Background: an optimization exercise with open tools, aiming at small area, a short achievable clock period and few clock cycles per item. Do not read the settings as production practice. No run shown here included a check of the RTL's function; only the layout flow was run.

## flow/design.v (module list and top-level ports; edited modules follow where they fit)
// module CPU: 571 lines
// module booth17: 446 lines
module CPU(
				clk,
			  rst_n,
		   IO_stall,
         awid_m_inf,
       awaddr_m_inf,
       awsize_m_inf,
      awburst_m_inf,
        awlen_m_inf,
      awvalid_m_inf,
      awready_m_inf,
        wdata_m_inf,
        wlast_m_inf,
       wvalid_m_inf,
       wready_m_inf,
          bid_m_inf,
        bresp_m_inf,
       bvalid_m_inf,
       bready_m_inf,
         arid_m_inf,
       araddr_m_inf,
        arlen_m_inf,
       arsize_m_inf,
      arburst_m_inf,
      arvalid_m_inf,
      arready_m_inf, 
          rid_m_inf,
        rdata_m_inf,
        rresp_m_inf,
        rlast_m_inf,
       rvalid_m_inf,
       rready_m_inf 
);
  // ...
==> flow/flow/run.sh <==
#!/bin/bash
# Standard layout, with timing repair aiming for a larger setup margin.
set -euo pipefail
bash standard.sh SETUP_SLACK_MARGIN=6.5 finish > standard_flow.log 2>&1
==> flow/standard.sh <==
#!/bin/bash
# synth_recipe.tcl (not shown) runs the flow's synth.tcl, then flattens the netlist and writes it again
# the make line also repeats each setting of config.mk as NAME=value (left out here)
make -C /OpenROAD-flow-scripts/flow DESIGN_CONFIG=/design/flow/config.mk WORK_HOME=/design/flow/orfs CLKGATE_MAP_FILE= SYNTH_SCRIPT=/design/flow/synth_recipe.tcl "${@:-finish}"
==> flow/config.mk <==
export PLATFORM = sky130hd
export DESIGN_NAME = CPU
export DESIGN_NICKNAME = CPU
export VERILOG_FILES = /design/flow/design.v
export SDC_FILE = /design/flow/constraint.sdc
export NUM_CORES = 8
export LEC_CHECK = 0
export CAP_MARGIN = 20
export CORE_MARGIN = 2
export CORE_UTILIZATION = 55.0
export SETUP_SLACK_MARGIN = 5
export SLEW_MARGIN = 20
==> flow/constraint.sdc <==
create_clock -name core_clock -period 10.0 [get_ports {clk}]
set_input_delay 2.0000 -clock core_clock [delete_from_list [all_inputs] [get_ports {clk}]]
set_output_delay 2.0000 -clock core_clock [all_outputs]
set_load 0.01 [all_outputs]
==> results.tsv, run 1 <==
metric	value	unit
io_pins	230	
first_global_vias	50460	
wl_per_cell	28.51	um
path_cells	ha_4 > and3_4 > xor2_4 > ha_4 > a21oi_4 > o21ai_2 > buf_4 > buf_4 > xor2_4 > ha_1 > o21ai_4 > o21ai_1 > a2111oi_2 > a311o_1 > xnor2_2 > nand2_2 > nor4_4 > and4_4 > a21oi_4 > buf_6 > mux2_4 > o22a_4 > or2_4 > nor2_1	
seqCellArea	25570	sq um
rsz0062_at_grt	yes	
yosys.area_share.simple	12.27	%
setup_tns	0	ns
tightest_slew	1.192	ns
arrival	6.29	ns
cts-root-buf	clkbuf_16	
seq_share	31.97	%
netlist_area	59360	sq um
synth_area_leaders	edfxtp_1, dfxtp_1, dfrtp_1	
fin_crit_sh	57.20	%
min_to	p_kind[0]	
startpoint	ipc[1]	
largest-register	rfv	
met2WireLength	99210	um
grtUsageMet2	57.78	%
finalWorstSetupSlack	4.280	ns
grt_pass1_wl	329800	um
slew_headroom	20.22	%
n_clock_buffer	132	
start_kind	flip-flop	
start_util	55.45	%
cp_slowest_stage_delay	0.42	ns
cts_tree	done	
drt_pass1_iterations	10	
worstSetupPathDepth	24	
outcome	finished clean	
worstSetupEndpoint	rb_sel[8]	
overflow	0	
hold_viol	0	
met1Wirelength	90080	um
buffers	928	
synthAdderAreaFrac	9.836	%
busiest_layer	met2	
drtAntennaViolNets	0	
synth-seq-cells	953	
==> run 2, diff against run 1 <==
--- a/flow/design.v
+++ b/flow/design.v
@@ -102,46 +102,52 @@
 reg  [7:0]  f_rem;         
 reg  [7:0]  f_drop;        
 reg         f_drain;       
 reg  [10:0] f_addr;        
 reg  [10:0] nb;            
 reg         q0v, q1v;
 reg  [15:0] q0, q1;
 reg  [10:0] ipc;           
+reg         rdr;           
+reg  [10:0] rdr_tgt;
 wire [15:0] i_rdata  = rdata_m_inf[31:16];
 wire        i_beat   = rvalid_m_inf[1] & i_rready;
 wire [2:0]  op    = q0[15:13];
 wire [3:0]  f_rt  = q0[8:5];
-wire [3:0]  f_rd  = q0[4:1];
 wire        f_fn  = q0[0];
 wire [4:0]  f_imm = q0[4:0];
 wire is_alu  = (op == 3'd0) | (op == 3'd1 & ~f_fn);
 wire is_mul  = (op == 3'd1) & f_fn;
 wire is_ld   = (op == 3'd2);
 wire is_st   = (op == 3'd3);
 wire is_br   = (op == 3'd4);
 wire is_det  = (op == 3'd7);
 wire is_nop  = (op == 3'd5) | (op == 3'd6);
 reg  [15:0] busy;
 wire bz_rs = |(busy & ra_sel);
 wire bz_rt = |(busy & rb_sel);
 wire bz_rd = |(busy & rd_sel);
 wire        alu_sub = f_fn | (op == 3'd1);
-wire [15:0] alu_sum = ra_val + (rb_val ^ {16{alu_sub}}) + {15'd0, alu_sub};
+wire [15:0] alu_sum;
+ksadd #(16) u_alu (.a(ra_val), .b(rb_val ^ {16{alu_sub}}), .ci(alu_sub), .s(alu_sum));
 wire        alu_lt  = (ra_val[15] != rb_val[15]) ? ra_val[15] : alu_sum[15];
 wire [15:0] alu_res = (op == 3'd1) ? {15'd0, alu_lt} : alu_sum;
 wire        br_eq   = (ra_val == rb_val);
-wire [10:0] ls_addr = ra_val[10:0] + {{6{f_imm[4]}}, f_imm};
+wire [10:0] ls_addr;
+ksadd #(11) u_lsa (.a(ra_val[10:0]), .b({{6{f_imm[4]}}, f_imm}), .ci(1'b0), .s(ls_addr));
 wire [10:0] br_tgt  = ipc + 11'd1 + {{6{f_imm[4]}}, f_imm};
 reg  [16:0] ma, mb;
 reg  [33:0] ms, mc;
 reg  [66:0] mp;
+reg  [32:0] mq;            
 wire [33:0] bs, bc;
 booth17 u_mul (.a(ma), .b(mb), .s(bs), .c(bc));
+wire [33:0] prod;
+ksadd #(34) u_prod (.a(ms), .b(mc), .ci(1'b0), .s(prod));
 reg         a_v, s_v, p_v;
 reg  [1:0]  a_kind, s_kind, p_kind;
 reg         a_first, s_first, p_first;
 reg  [1:0]  a_sh, s_sh;
 reg         a_buf, s_buf, p_buf;
 reg  [3:0]  a_tag, s_tag, p_tag;
 wire        p_mulwb = p_v & (p_kind == 2'd3);    
 reg         dt_on;         
@@ -236,19 +242,20 @@
 end
 reg  [32:0] t0, b0, t1, b1;      
 reg  [66:0] acc;
 wire [32:0] t_sel = dt_buf ? t1 : t0;
 wire [32:0] b_sel = dt_buf ? b1 : b0;
 wire [16:0] ch_a  = dt_ha ? t_sel[32:16] : {1'b0, t_sel[15:0]};
 wire [16:0] ch_b  = dt_hb ? b_sel[32:16] : {1'b0, b_sel[15:0]};
 wire dt_issue = dt_on & (dt_ph == 3'd0);
-wire [32:0] x_old  = p_buf ? (p_kind[0] ? b1 : t1) : (p_kind[0] ? b0 : t0);
-wire [32:0] x_new  = p_first ? mp[32:0] : (x_old - mp[32:0]);
-wire [66:0] acc_sum = acc + mp;
+wire [32:0] x_new;
+ksadd #(33) u_minor (.a(mq), .b(~mp[32:0]), .ci(1'b1), .s(x_new));
+wire [66:0] acc_sum;
+ksadd #(67) u_acc (.a(acc), .b(mp), .ci(1'b0), .s(acc_sum));
 wire        sat_ok  = (&acc[66:15]) | ~(|acc[66:15]);
 wire [15:0] det_res = sat_ok ? acc[15:0] : (acc[66] ? 16'h8000 : 16'h7fff);
 reg  [10:0] dm_addr;       
 reg         d_arvalid;
 reg         la1_v;         
 reg  [10:0] la1;
 reg  [1:0]  ld_cnt;        
 reg  [3:0]  ld_tag0, ld_tag1;
@@ -271,43 +278,46 @@
 wire d_beat = rvalid_m_inf[0] & d_rready;
 wire hz_alu = bz_rs | bz_rt | bz_rd | p_mulwb;
 wire hz_mul = bz_rs | bz_rt | bz_rd;
 wire hz_ld  = bz_rs | bz_rt | ld_cnt[1];
 wire hz_st  = bz_rs | bz_rt;
 wire hz_br  = bz_rs | bz_rt;
 reg  [3:0] rc;
 wire       rc_full = (rc == 4'd15);
-wire       q0ok    = q0v & ~rc_full;
+wire       q0ok    = q0v & ~rc_full & ~rdr;
+wire st_wpend = st_ph[0] | (st_ph == 2'd2);
 wire go_alu = q0ok & is_alu & ~hz_alu;
 wire go_mul = q0ok & is_mul & ~hz_mul;
-wire go_ld  = q0ok & is_ld  & ~hz_ld & ~st_ph[0] & ~(st_ph == 2'd2);    
+wire go_ld  = q0ok & is_ld  & ~hz_ld & ~(st_wpend & (ls_addr == st_addr));
 wire go_st  = q0ok & is_st  & ~hz_st & (st_ph == 2'd0) & (rc == 4'd0);
 wire go_br  = q0ok & is_br  & ~hz_br;
 wire go_nop = q0ok & is_nop;
-wire go_det = q0ok & is_det & ~dt_on & (busy == 16'd0) & ~a_v & ~s_v & ~p_v;
+wire go_det = q0ok & is_det & ~dt_on;
+wire dt_pause = dt_v & (dt_kind != 2'd2) & (bz_rs | bz_rt);
+wire dt_adv   = dt_issue & ~dt_pause;
 wire st_done = (st_ph == 2'd3) & bvalid_m_inf;
 wire dt_early = dt_issue & (dt_slot == 7'd35) & ~((&acc[66:51]) | ~(|acc[66:51]));
-wire dt_done = dt_on & ((dt_ph == 3'd4) | dt_early);
+wire dt_done = dt_on & ((dt_ph == 3'd4) | dt_early) & ~p_mulwb & ~busy[0];
 wire pop   = go_alu | go_mul | go_ld | go_br | go_nop | go_st | dt_done;
 wire taken = go_br & br_eq & (f_imm != 5'd0);
 wire inc   = go_alu | go_mul | go_ld | go_br | go_nop | dt_done;
 wire ret   = (st_ph == 2'd0) ? ((rc != 4'd0) | inc) : st_done;
 wire wb_busy = p_mulwb | go_alu | dt_done;
 wire md_wb   = md_v & ~wb_busy;
 wire rd_wb   = d_beat & ~md_v & ~wb_busy;
 wire [15:0] dec_ptag = 16'd1 << p_tag;
 wire [15:0] dec_md   = 16'd1 << md_tag;
 wire [15:0] dec_ld0  = 16'd1 << ld_tag0;
 always @(*) begin
-    if (p_mulwb)     begin wb_en = dec_ptag; wb_data = mp[15:0]; end
-    else if (go_alu) begin wb_en = rd_sel;   wb_data = alu_res;  end
-    else if (dt_done) begin wb_en = 16'd1;   wb_data = det_res;  end
-    else if (md_v)   begin wb_en = md_wb ? dec_md : 16'd0; wb_data = md; end
-    else             begin wb_en = rd_wb ? dec_ld0 : 16'd0; wb_data = rdata_m_inf[15:0]; end
+    if (p_mulwb)      begin wb_en = dec_ptag; wb_data = mp[15:0]; end
+    else if (go_alu)  begin wb_en = rd_sel;   wb_data = alu_res;  end
+    else if (dt_done) begin wb_en = 16'd1;    wb_data = det_res;  end
+    else if (md_v)    begin wb_en = md_wb ? dec_md : 16'd0; wb_data = md; end
+    else              begin wb_en = rd_wb ? dec_ld0 : 16'd0; wb_data = rdata_m_inf[15:0]; end
 end
 wire [15:0] set_mul = go_mul ? rd_sel : 16'd0;
 wire [15:0] set_ld  = go_ld  ? rb_sel : 16'd0;
 wire [15:0] clr_mul = p_mulwb ? dec_ptag : 16'd0;
 wire [15:0] clr_md  = md_wb ? dec_md : 16'd0;
 wire [15:0] clr_rd  = rd_wb ? dec_ld0 : 16'd0;
 always @(posedge clk or negedge rst_n)
     if (!rst_n) busy <= 16'd0;
@@ -315,213 +325,216 @@
 always @(posedge clk or negedge rst_n)
     if (!rst_n) begin
         IO_stall <= 1'b1;
         rc       <= 4'd0;
     end else begin
         IO_stall <= ~ret;
         rc       <= rc + {3'd0, inc} - {3'd0, ret & (st_ph == 2'd0)};
     end
-wire [10:0] d0     = br_tgt - f_addr;
-wire        rem_z  = (f_rem == 8'd0);
-wire        rem_1  = (f_rem == 8'd1);
-wire        drop_z = (f_drop == 8'd0);
-wire        in_brst = ~rem_z & ({1'b0, d0} < {4'd0, f_rem});
-wire        d0_z   = (d0 == 11'd0);
-wire        push   = i_beat & drop_z;
-wire [7:0]  rem_n  = f_rem - {7'd0, i_beat};
-wire        end_n  = rem_z | (rem_1 & i_beat);    
+wire        rem_z   = (f_rem == 8'd0);
+wire        rem_1   = (f_rem == 8'd1);
+wire        drop_z  = (f_drop == 8'd0);
+wire        push    = i_beat & drop_z;
+wire [7:0]  rem_n   = f_rem - {7'd0, i_beat};
+wire        end_n   = rem_z | (rem_1 & i_beat);    
 wire [10:0] f_addr_1 = f_addr + 11'd1;
-reg  [7:0]  nt_drop;
-reg         nt_q0v, nt_q1v, nt_drain, nt_q0_beat, nt_q0_q1, nt_q1_beat;
-reg  [10:0] nt_sa;
+wire [10:0] ipc_1   = ipc + 11'd1;
+wire [10:0] rd_d    = rdr_tgt - f_addr;
+wire        rd_inb  = ~rem_z & ({1'b0, rd_d} < {4'd0, f_rem});
+wire        rd_q1   = q1v & (rdr_tgt == ipc_1);      
+wire        hold_ar = q0v & is_br;
+reg  [7:0]  drop_n;
+reg         q0v_n, q1v_n, drain_n, q0_beat, q0_q1, q1_beat, new_ar;
+reg  [10:0] sa, ipc_n, nb_n;
 always @(*) begin
-    nt_drop    = f_drop - {7'd0, i_beat & ~drop_z};
-    nt_drain   = f_drain;
-    nt_q0v     = q0v;
-    nt_q1v     = q1v;
-    nt_q0_beat = 1'b0;
-    nt_q0_q1   = 1'b0;
-    nt_q1_beat = 1'b0;
-    if (pop) begin
-        if (q1v) begin nt_q0_q1 = 1'b1; nt_q0v = 1'b1; nt_q1v = push; nt_q1_beat = push; end
-        else     begin nt_q0v = push; nt_q0_beat = push; nt_q1v = 1'b0; end
+    drop_n  = f_drop - {7'd0, i_beat & ~drop_z};
+    drain_n = f_drain;
+    q0v_n   = q0v;
+    q1v_n   = q1v;
+    q0_beat = 1'b0;
+    q0_q1   = 1'b0;
+    q1_beat = 1'b0;
+    ipc_n   = ipc;
+    nb_n    = (i_beat & ~f_drain) ? f_addr_1 : nb;
+    sa      = f_drain ? nb : (i_beat ? f_addr_1 : nb);
+    new_ar  = end_n & ~hold_ar;
+    if (rdr & ~rd_q1) begin
+        q0v_n = 1'b0;
+        q1v_n = 1'b0;
+        ipc_n = rdr_tgt;
+        new_ar = end_n;
+        if (rd_inb) begin
+            if (i_beat) begin
+                if (rd_d == 11'd0) begin q0v_n = 1'b1; q0_beat = 1'b1; drop_n = 8'd0; end
+                else drop_n = {1'b0, rd_d[6:0]} - 8'd1;
+            end else drop_n = {1'b0, rd_d[6:0]};
+        end else begin
+            drop_n  = rem_n;
+            drain_n = 1'b1;
+            nb_n    = rdr_tgt;
+            sa      = rdr_tgt;
+        end
+    end else if (pop | rdr) begin
+        ipc_n = ipc_1;
+        if (q1v) begin q0_q1 = 1'b1; q0v_n = 1'b1; q1v_n = push; q1_beat = push; end
+        else     begin q0v_n = push; q0_beat = push; q1v_n = 1'b0; end
     end else if (push) begin
-        if (!q0v) begin nt_q0_beat = 1'b1; nt_q0v = 1'b1; end
-        else      begin nt_q1_beat = 1'b1; nt_q1v = 1'b1; end
-    end
-    nt_sa = f_drain ? nb : (i_beat ? f_addr_1 : nb);
-    if (end_n) nt_drain = 1'b0;
-end
-reg  [7:0]  tk_drop;
-reg         tk_q0v, tk_drain;
-reg  [10:0] tk_sa;
-always @(*) begin
-    tk_q0v   = 1'b0;
-    tk_drain = 1'b0;
-    if (in_brst) begin
-        if (i_beat) begin
-            if (d0_z) begin tk_q0v = 1'b1; tk_drop = 8'd0; end
-            else tk_drop = {1'b0, d0[6:0]} - 8'd1;
-        end else tk_drop = {1'b0, d0[6:0]};
-        tk_sa = i_beat ? f_addr_1 : nb;
-    end else begin
-        tk_drop  = rem_n;
-        tk_drain = ~end_n;
-        tk_sa    = br_tgt;
+        if (!q0v) begin q0_beat = 1'b1; q0v_n = 1'b1; end
+        else      begin q1_beat = 1'b1; q1v_n = 1'b1; end
     end
+    if (new_ar) drain_n = 1'b0;
 end
-wire [7:0]  drop_n  = taken ? tk_drop : nt_drop;
-wire        drain_n = taken ? tk_drain : nt_drain;
-wire        q0v_n   = taken ? tk_q0v : nt_q0v;
-wire        q1v_n   = taken ? 1'b0 : nt_q1v;
-wire [10:0] sa      = taken ? tk_sa : nt_sa;
 wire [6:0]  sa_len  = (sa[10:7] == 4'hf) ? ~sa[6:0] : 7'd127;
 always @(posedge clk) begin
-    if (taken ? tk_q0v : nt_q0_beat) q0 <= i_rdata;
-    else if (~taken & nt_q0_q1)      q0 <= q1;
-    if (~taken & nt_q1_beat)         q1 <= i_rdata;
+    if (q0_beat)     q0 <= i_rdata;
+    else if (q0_q1)  q0 <= q1;
+    if (q1_beat)     q1 <= i_rdata;
+    if (taken)       rdr_tgt <= br_tgt;
 end
 always @(posedge clk or negedge rst_n) begin
     if (!rst_n) begin
         i_arvalid <= 1'b0;
         i_araddr  <= 11'd0;
         i_arlen   <= 7'd0;
         i_rready  <= 1'b0;
         f_rem     <= 8'd0;
         f_drop    <= 8'd0;
         f_drain   <= 1'b0;
         f_addr    <= 11'd0;
         nb        <= 11'd0;
         q0v       <= 1'b0;
         q1v       <= 1'b0;
         ipc       <= 11'd0;
+        rdr       <= 1'b0;
     end else begin
-        if (taken)    ipc <= br_tgt;
-        else if (pop) ipc <= ipc + 11'd1;
-        if (taken & ~in_brst)              nb <= br_tgt;
-        else if (i_beat & ~f_drain)        nb <= f_addr_1;
+        rdr <= taken;
+        ipc <= ipc_n;
+        nb  <= nb_n;
         if (i_arvalid & arready_m_inf[1]) i_arvalid <= 1'b0;
-        if (end_n) begin                    
+        if (new_ar) begin                   
             i_arvalid <= 1'b1;
             i_araddr  <= sa;
             i_arlen   <= sa_len;
             f_addr    <= sa;
             f_rem     <= {1'b0, sa_len} + 8'd1;
-            f_drain   <= 1'b0;
         end else begin
             if (i_beat) f_addr <= f_addr_1;
             f_rem   <= rem_n;
-            f_drain <= drain_n;
         end
+        f_drain  <= drain_n;
         f_drop   <= drop_n;
         q0v      <= q0v_n;
         q1v      <= q1v_n;
         i_rready <= (drop_n != 8'd0) | ~(q0v_n & q1v_n);
     end
 end
-wire q0_ld_beat = taken ? tk_q0v : nt_q0_beat;
-wire q0_ld_q1   = ~taken & nt_q0_q1;
-wire dt_issue_n = go_det | (dt_issue & (dt_slot != 7'd73) & ~dt_early);
+wire dt_issue_n = go_det | (dt_adv & (dt_slot != 7'd73) & ~dt_early);
 always @(posedge clk) begin
     if (dt_issue_n) begin
         ra_sel <= 16'd1 << nx_ra;
         rb_sel <= 16'd1 << nx_rb;
-    end else if (q0_ld_beat) begin
+    end else if (q0_beat) begin
         ra_sel <= 16'd1 << i_rdata[12:9];
         rb_sel <= 16'd1 << i_rdata[8:5];
-    end else if (q0_ld_q1) begin
+    end else if (q0_q1) begin
         ra_sel <= 16'd1 << q1[12:9];
         rb_sel <= 16'd1 << q1[8:5];
     end
-    if (q0_ld_beat)    rd_sel <= 16'd1 << i_rdata[4:1];
-    else if (q0_ld_q1) rd_sel <= 16'd1 << q1[4:1];
+    if (q0_beat)    rd_sel <= 16'd1 << i_rdata[4:1];
+    else if (q0_q1) rd_sel <= 16'd1 << q1[4:1];
 end
-wire [33:0] prod = ms + mc;
 always @(posedge clk) begin
-    if (dt_issue & (dt_kind == 2'd2)) begin
+    if (dt_adv & (dt_kind == 2'd2)) begin
         ma <= ch_a;
         mb <= ch_b;
     end else begin
         ma <= {ra_val[15], ra_val};
         mb <= {rb_val[15], rb_val};
     end
     ms <= bs;
     mc <= bc;
     if (dt_on & (dt_ph == 3'd2)) mp <= {58'd0, q0[8:0]};       
     else case (s_sh)
         2'd0:    mp <= {{33{prod[33]}}, prod};
         2'd1:    mp <= {{17{prod[33]}}, prod, 16'd0};
         default: mp <= {prod[33], prod, 32'd0};
     endcase
-    a_kind <= dt_issue ? dt_kind : 2'd3;
-    a_first <= dt_first; a_sh <= dt_sh; a_buf <= dt_buf; a_tag <= f_rd;
+    a_kind  <= dt_adv ? dt_kind : 2'd3;
+    a_first <= dt_adv & dt_first;
+    a_sh    <= dt_adv ? dt_sh : 2'd0;
+    a_buf   <= dt_buf;
+    a_tag   <= q0[4:1];
     s_kind <= a_kind; s_first <= a_first; s_sh <= a_sh; s_buf <= a_buf; s_tag <= a_tag;
     p_kind <= s_kind; p_first <= s_first; p_buf <= s_buf; p_tag <= s_tag;
 end
 always @(posedge clk or negedge rst_n)
     if (!rst_n) begin a_v <= 1'b0; s_v <= 1'b0; p_v <= 1'b0; end
-    else        begin a_v <= go_mul | (dt_issue & dt_v); s_v <= a_v; p_v <= s_v; end
+    else        begin a_v <= go_mul | (dt_adv & dt_v); s_v <= a_v; p_v <= s_v; end
 always @(posedge clk) begin
-    if (p_v & (p_kind[1] == 1'b0)) begin
+    if (p_v & p_first) mq <= mp[32:0];
+    if (p_v & ~p_first & (p_kind[1] == 1'b0)) begin
         case ({p_buf, p_kind[0]})
             2'b00: t0 <= x_new;
             2'b01: b0 <= x_new;
             2'b10: t1 <= x_new;
             2'b11: b1 <= x_new;
         endcase
     end
     if (go_det)                                acc <= 67'd0;
     else if (p_v & (p_kind == 2'd2))           acc <= acc_sum;
     else if (dt_on & (dt_ph == 3'd2) & (dt_cnt != 4'd0))
                                                acc <= {acc[66], acc[66], acc[66:2]};
     else if (dt_on & (dt_ph == 3'd3))          acc <= acc_sum;
 end
 assign dt_nslot = go_det ? 7'd0 : dt_slot + 7'd1;
 always @(posedge clk) begin
-    if (go_det | dt_issue) begin
+    if (go_det | dt_adv) begin
         dt_kind <= nx_kind; dt_first <= nx_first;
         dt_ha <= nx_ha; dt_hb <= nx_hb; dt_sh <= nx_sh; dt_buf <= nx_buf; dt_v <= nx_v;
     end
 end
 always @(posedge clk or negedge rst_n) begin
     if (!rst_n) begin
         dt_on   <= 1'b0;
         dt_ph   <= 3'd0;
         dt_slot <= 7'd0;
         dt_cnt  <= 4'd0;
     end else begin
         if (go_det) begin
             dt_on   <= 1'b1;
             dt_ph   <= 3'd0;
             dt_slot <= 7'd0;
-        end else if (dt_early) begin
-            dt_on <= 1'b0;
+        end else if (dt_done) begin
+            dt_on   <= 1'b0;
+            dt_ph   <= 3'd0;
         end else if (dt_on) begin
             case (dt_ph)
-                3'd0: begin
+                3'd0: if (dt_adv) begin
                     dt_slot <= dt_slot + 7'd1;
                     if (dt_slot == 7'd73) begin dt_ph <= 3'd1; dt_cnt <= 4'd2; end
                 end
                 3'd1: begin        
                     dt_cnt <= dt_cnt - 4'd1;
                     if (dt_cnt == 4'd0) begin dt_ph <= 3'd2; dt_cnt <= q0[12:9]; end
                 end
                 3'd2: begin        
                     dt_cnt <= dt_cnt - 4'd1;
                     if (dt_cnt == 4'd0) dt_ph <= 3'd3;
                 end
                 3'd3: dt_ph <= 3'd4;
-                default: begin dt_on <= 1'b0; dt_ph <= 3'd0; end
+                default: ;         
             endcase
         end
     end
 end
 wire d_arhs = d_arvalid & arready_m_inf[0];
 wire [1:0] ld_cnt_n = ld_cnt + {1'b0, go_ld} - {1'b0, d_beat};
+reg  [1:0] st_lw;
+wire [1:0] st_lw_n = st_lw - {1'b0, d_beat & (st_lw != 2'd0)};
 always @(posedge clk) begin
     if (go_st) st_addr <= ls_addr;
     if (go_st) wd <= rb_val;
     if (d_beat & ~rd_wb) begin md <= rdata_m_inf[15:0]; md_tag <= ld_tag0; end
     if (go_ld & ~la1_v & (~d_arvalid | d_arhs)) dm_addr <= ls_addr;
     else if (d_arhs & la1_v)                    dm_addr <= la1;
     if (go_ld & d_arvalid & ~d_arhs)            la1 <= ls_addr;
     if (d_beat) begin
@@ -537,43 +550,72 @@
         d_arvalid <= 1'b0;
         la1_v     <= 1'b0;
         ld_cnt    <= 2'd0;
         md_v      <= 1'b0;
         d_rready  <= 1'b0;
         d_awvalid <= 1'b0;
         d_wvalid  <= 1'b0;
         st_ph     <= 2'd0;
+        st_lw     <= 2'd0;
     end else begin : dport
         reg md_v_n;
         if (go_ld) begin
             if (d_arvalid & ~d_arhs) la1_v <= 1'b1;
             d_arvalid <= 1'b1;
         end else if (d_arhs) begin
             d_arvalid <= la1_v;
             la1_v     <= 1'b0;
         end
         ld_cnt <= ld_cnt_n;
+        st_lw  <= go_st ? (ld_cnt - {1'b0, d_beat}) : st_lw_n;
         md_v_n = (md_v & ~md_wb) | (d_beat & ~rd_wb);
         md_v     <= md_v_n;
         d_rready <= ~md_v_n;
         case (st_ph)
             2'd0: if (go_st) begin d_awvalid <= 1'b1; st_ph <= 2'd1; end
             2'd1: if (awready_m_inf) begin
                       d_awvalid <= 1'b0; st_ph <= 2'd2;
-                      d_wvalid  <= (ld_cnt_n == 2'd0);
+                      d_wvalid  <= (st_lw_n == 2'd0);
                   end
             2'd2: if (d_wvalid) begin
                       if (wready_m_inf) begin d_wvalid <= 1'b0; st_ph <= 2'd3; end
-                  end else if (ld_cnt_n == 2'd0) d_wvalid <= 1'b1;
+                  end else if (st_lw_n == 2'd0) d_wvalid <= 1'b1;
             2'd3: if (bvalid_m_inf) st_ph <= 2'd0;
         endcase
     end
 end
 endmodule
+module ksadd #(parameter W = 16) (
+    input  wire [W-1:0] a,
+    input  wire [W-1:0] b,
+    input  wire         ci,
+    output wire [W-1:0] s
+);
+    localparam L = $clog2(W + 1);
+    wire [W:0] g [0:L];
+    wire [W:0] p [0:L];
+    assign g[0] = {a & b, ci};
+    assign p[0] = {a ^ b, 1'b0};
+    genvar k, j;
+    generate
+        for (k = 0; k < L; k = k + 1) begin : lv
+            for (j = 0; j <= W; j = j + 1) begin : bt
+                if (j >= (1 << k)) begin : cmb
+                    assign g[k+1][j] = g[k][j] | (p[k][j] & g[k][j - (1 << k)]);
+                    assign p[k+1][j] = p[k][j] & p[k][j - (1 << k)];
+                end else begin : pas
+                    assign g[k+1][j] = g[k][j];
+                    assign p[k+1][j] = p[k][j];
+                end
+            end
+        end
+    endgenerate
+    assign s = (a ^ b) ^ g[L][W-1:0];
+endmodule
 module booth17 (
     input  wire [16:0] a,
     input  wire [16:0] b,
     output wire [33:0] s,
     output wire [33:0] c
 );
 wire [17:0] bx = {b[16], b};
 wire [18:0] ax = {{2{a[16]}}, a};
==> flow/flow/run.sh (replaced) <==
#!/bin/bash
# Standard layout, with timing repair aiming for a larger setup margin.
set -euo pipefail
bash standard.sh SETUP_SLACK_MARGIN=6 finish > standard_flow.log 2>&1
==> run 2 against run 1 <==
Compared with the run above:
- still clean on timing, DRC and antenna
- area after synthesis is 1.9% higher
- flip-flop and latch count increased by 47
- non-clock buffer count down 278
- die area increased by 1.9%
- first-iteration DRC count down 9.9%
- register-to-register slack improved by 0.23 ns
==> results.tsv, run 2 <==
metric	value	unit	change
outcome	finished clean		unchanged
fin_crit_sh	54.94	%	was 57.20%
numPortBuffers	103		unchanged
gp_congestion	0.9111		was 0.9233
finalWorstSetupSlack	4.506	ns	was 4.280 ns
postSynthAreaPerCell	9.864	sq um	was 9.780 sq um
dieArea	112600	sq um	was 110600 sq um
io_pins	230		unchanged
cts-root-buf	clkbuf_16		unchanged
clockBufferDepth	3		unchanged
drtIter0Drc	7132		was 7917
num_rows	121		was 120
slew_headroom	12.35	%	was 20.22%
nets	6927		was 7143
arrival	5.94	ns	was 6.29 ns
drc	0		unchanged
first_global_vias	48760		was 50460
async_flop_share	14.00	%	was 14.38%
overflow	0		unchanged
syn-instance-count	6130		was 6069
die_w	335.6	um	was 332.5 um
finalMaxSlewViolations	0		unchanged
yosysMostFrequentCell	edfxtp_1		unchanged
drive_above_1_share	19.58	%	was 32.12%
vias	52780		was 55230
grt_pass1_wl	320500	um	was 329800 um
dpl_cell_area	62860	sq um	was 61870 sq um
core	109000	sq um	was 107100 sq um
timing.fmax	182.0	MHz	was 174.8 MHz
end_kind	flip-flop		unchanged
reg_top3	rfv (256), acc (67), mp (66)		unchanged
hp-class	reg2reg		unchanged
drt_pass1_iterations	7		was 10
gr-usage-all-layers	38.21	%	was 39.70%
grt_start_max_net_pins	85		was 95
pre_cts_ws	3.141	ns	was 2.900 ns
routed_wl	222200	um	was 234300 um
hold_viol	0		unchanged
setup_viol	0		unchanged
synth_area_leaders	edfxtp_1, dfxtp_1, dfrtp_1		unchanged
crit_required	10.45	ns	was 10.57 ns
skew	0.04472	ns	was 0.08717 ns
netlist_area	60470	sq um	was 59360 sq um
yosysUniqueCellTypes	109		was 95
ys.flop_type	edfxtp_1		unchanged
ctsHoldBuffers	0		unchanged
period_needed	5.494	ns	was 5.720 ns
numCtsBuffers	108		was 104
ys_seq_area_share	44.17	%	was 42.64%
htree_levels	3		unchanged
wl_per_cell	27.74	um	was 28.51 um
synth-edff-count	598		was 554
final_common_cell	edfxtp_1		unchanged
yosysTopAreaCellShare	29.70	%	was 28.03%
fp.dieH	335.6	um	was 332.5 um
vias_per_cell	6.586		was 6.722
worstSkewPairLatency	0.72	ns	was 0.75 ns
yosysWarnings	6		was 1
tightest_slew	1.310	ns	was 1.192 ns
syn2layout_area_growth	23.41	%	was 34.72%
crit_fanout	5		was 4
cts_tree	done		unchanged
drtAntennaViolNets	0		unchanged
largest_register_ffs	256		unchanged
setup_tns	0	ns	unchanged
finish.utilization	68.46	%	was 74.69%
dp_hpwl	134700	um	was 133800 um
synthTopCellsByCount	edfxtp_1, a21oi_1, nor2_1		was edfxtp_1, nand2_1, nor2_1
yosysTopAreaCell	edfxtp_1		unchanged
start_kind	flip-flop		unchanged
clk_transition_reported_paths	0.06	ns	was 0.07 ns
start_util	55.47	%	was 55.45%
rsz0062_at_grt	yes		unchanged
stdcell_area	74630	sq um	was 79960 sq um
synth-seq-cells	1000		was 953
cts_sinks	1000		was 953
fin_cells	8013		was 8217
critPathKind	reg2reg		unchanged
largest-register	rfv		unchanged
post-place-cells	7403		was 7300
max_cap_violations	0		unchanged
antenna_found_initial	9		was 6
layout_common_cells	edfxtp_1, a21oi_1, nand2_1		was edfxtp_1, nand2_1, buf_4
==> run 2: changes by cell type after synthesis, sizes merged, moves of 20 or more <==
| cell | previous run | this run |
|---|---|---|
| o21ai | 409 | 353 |
| xnor2 | 156 | 201 |
| nor2 | 478 | 498 |
| mux4 | 65 | 32 |
| a21oi | 434 | 559 |
| inv | 289 | 321 |
| nand2 | 550 | 487 |
| edfxtp | 554 | 598 |
| a31oi | 54 | 75 |
| a22oi | 126 | 94 |
==> run 2: critical path, cell delays in order (launching register included) <==
cell	delay (ns)
edfxtp_1	0.42
buf_12	0.17
a22o_1	0.22
a221oi_2	0.21
nand4_1	0.24
and2_4	0.25
ha_4	0.17
inv_2	0.04
fa_2	0.45
xnor2_1	0.14
nor3_1	0.15
nand3_1	0.10
a311oi_1	0.26
nand3_1	0.17
nor4_4	0.34
a31oi_4	0.16
buf_6	0.17
o31ai_4	0.20
o32ai_4	0.20
buf_12	0.18
buf_12	0.14
mux2_4	0.32
mux2i_4	0.25
nand2b_4	0.22
nor2_2	0.04
==> run 2: path summary, 6_finish.rpt <==
check / cells after the start / endpoint / startpoint / slack, ns
worst max-delay path: 24 / rb_sel[4] / ra_sel[6] / 4.51
worst min-delay path: 0 / p_tag[2] / s_tag[2] / 0.32
worst max register to register: 24 / rb_sel[4] / ra_sel[6] / 4.51
worst min register to register: 0 / p_tag[2] / s_tag[2] / 0.32
max in group asynchronous: 2 / dt_slot[0] / rst_n / 7.16
min in group asynchronous: 1 / f_rem[4] / rst_n / 1.32
==> run 2: layer usage <==
layer,GRT usage [%],wire [um]
met1,54.35,90380
met5,0,58
met4,16.74,11680
met2,54.16,91960
met3,10.86,28170
==> run 2: logic make-up after synthesis <==
family / count (synthesis) / share of synthesized area, %
and+or+nand+nor: 1534 / 11.66
buffers and inverters: 833 / 5.947
DFF: 1000 / 44.17
adders and majority gates: 408 / 9.642
other: 2 / 0.01242
xor gates and xnor gates: 313 / 4.687
AOI/OAI and AO/OA: 1886 / 20.49
muxes: 154 / 3.396
==> run 2: through the flow <==
| stage | hold WS, ns |
|---|---|
| 2_1_floorplan | 0.3096 |
| 3_3_place_gp | 0.3101 |
| 3_5_place_dp | 0.3121 |
| 4_1_cts | 0.3245 |
| 5_1_grt | 0.3289 |
| 6_report | 0.3229 |
==> run 2: what timing repair did <==
item | 4_1_cts | 5_1_grt
pin swaps | 138 | 117
gates resized for setup | 651 | 284
setup endpoints to repair | 931 | 910
gates cloned | 43 | 5
buffers inserted | 268 | 84
==> run 2: area by class of cell <==
| class | count | area, sq um |
|---|---|---|
| fillers | 8202 | 34380 |
| multi-input cells | 4411 | 33640 |
| flip-flops and latches | 1000 | 26740 |
| repair buffers | 650 | 7463 |
| clock buffers | 150 | 3118 |
| well taps | 1414 | 1769 |
| inverters | 330 | 1308 |
| clock inverters | 53 | 573.1 |
| diodes | 5 | 12.51 |

re-timing with driven ports:
No port has a modelled driver above. Below, the same layouts with a new extraction and two added sets of constraints. Step 1, drivers: a clkbuf_16 drives clk and a buf_2 each remaining input, both assumed. Step 2 adds t to the input delays and takes it off the output delays; t is the mean of the earliest and latest rising clock arrival at the registers after step 1. Input paths then give back, and output paths get back, about the clock's delay inside the block. Three values: ideal, step 1, step 2; two values: the first two.
| run | t (ns) | setup WS [ns] | hold slack, ns | worst setup path at the end | pins driven straight from the clock port |
|---|---|---|---|---|---|
| run 1 | 0.790 | 4.280 / 4.280 / 4.019 | 0.324 / 0.324 / 0.324 | input to register | 1 |
| run 2 | 0.768 | 4.506 / 4.506 / 4.506 | 0.323 / 0.323 / 0.323 | register to register | 1 |
After both steps every run listed still meets setup and hold. For run 1, which loses most, drivers alone change the setup slack by 0.000 ns; drivers and shift together by -0.261 ns.
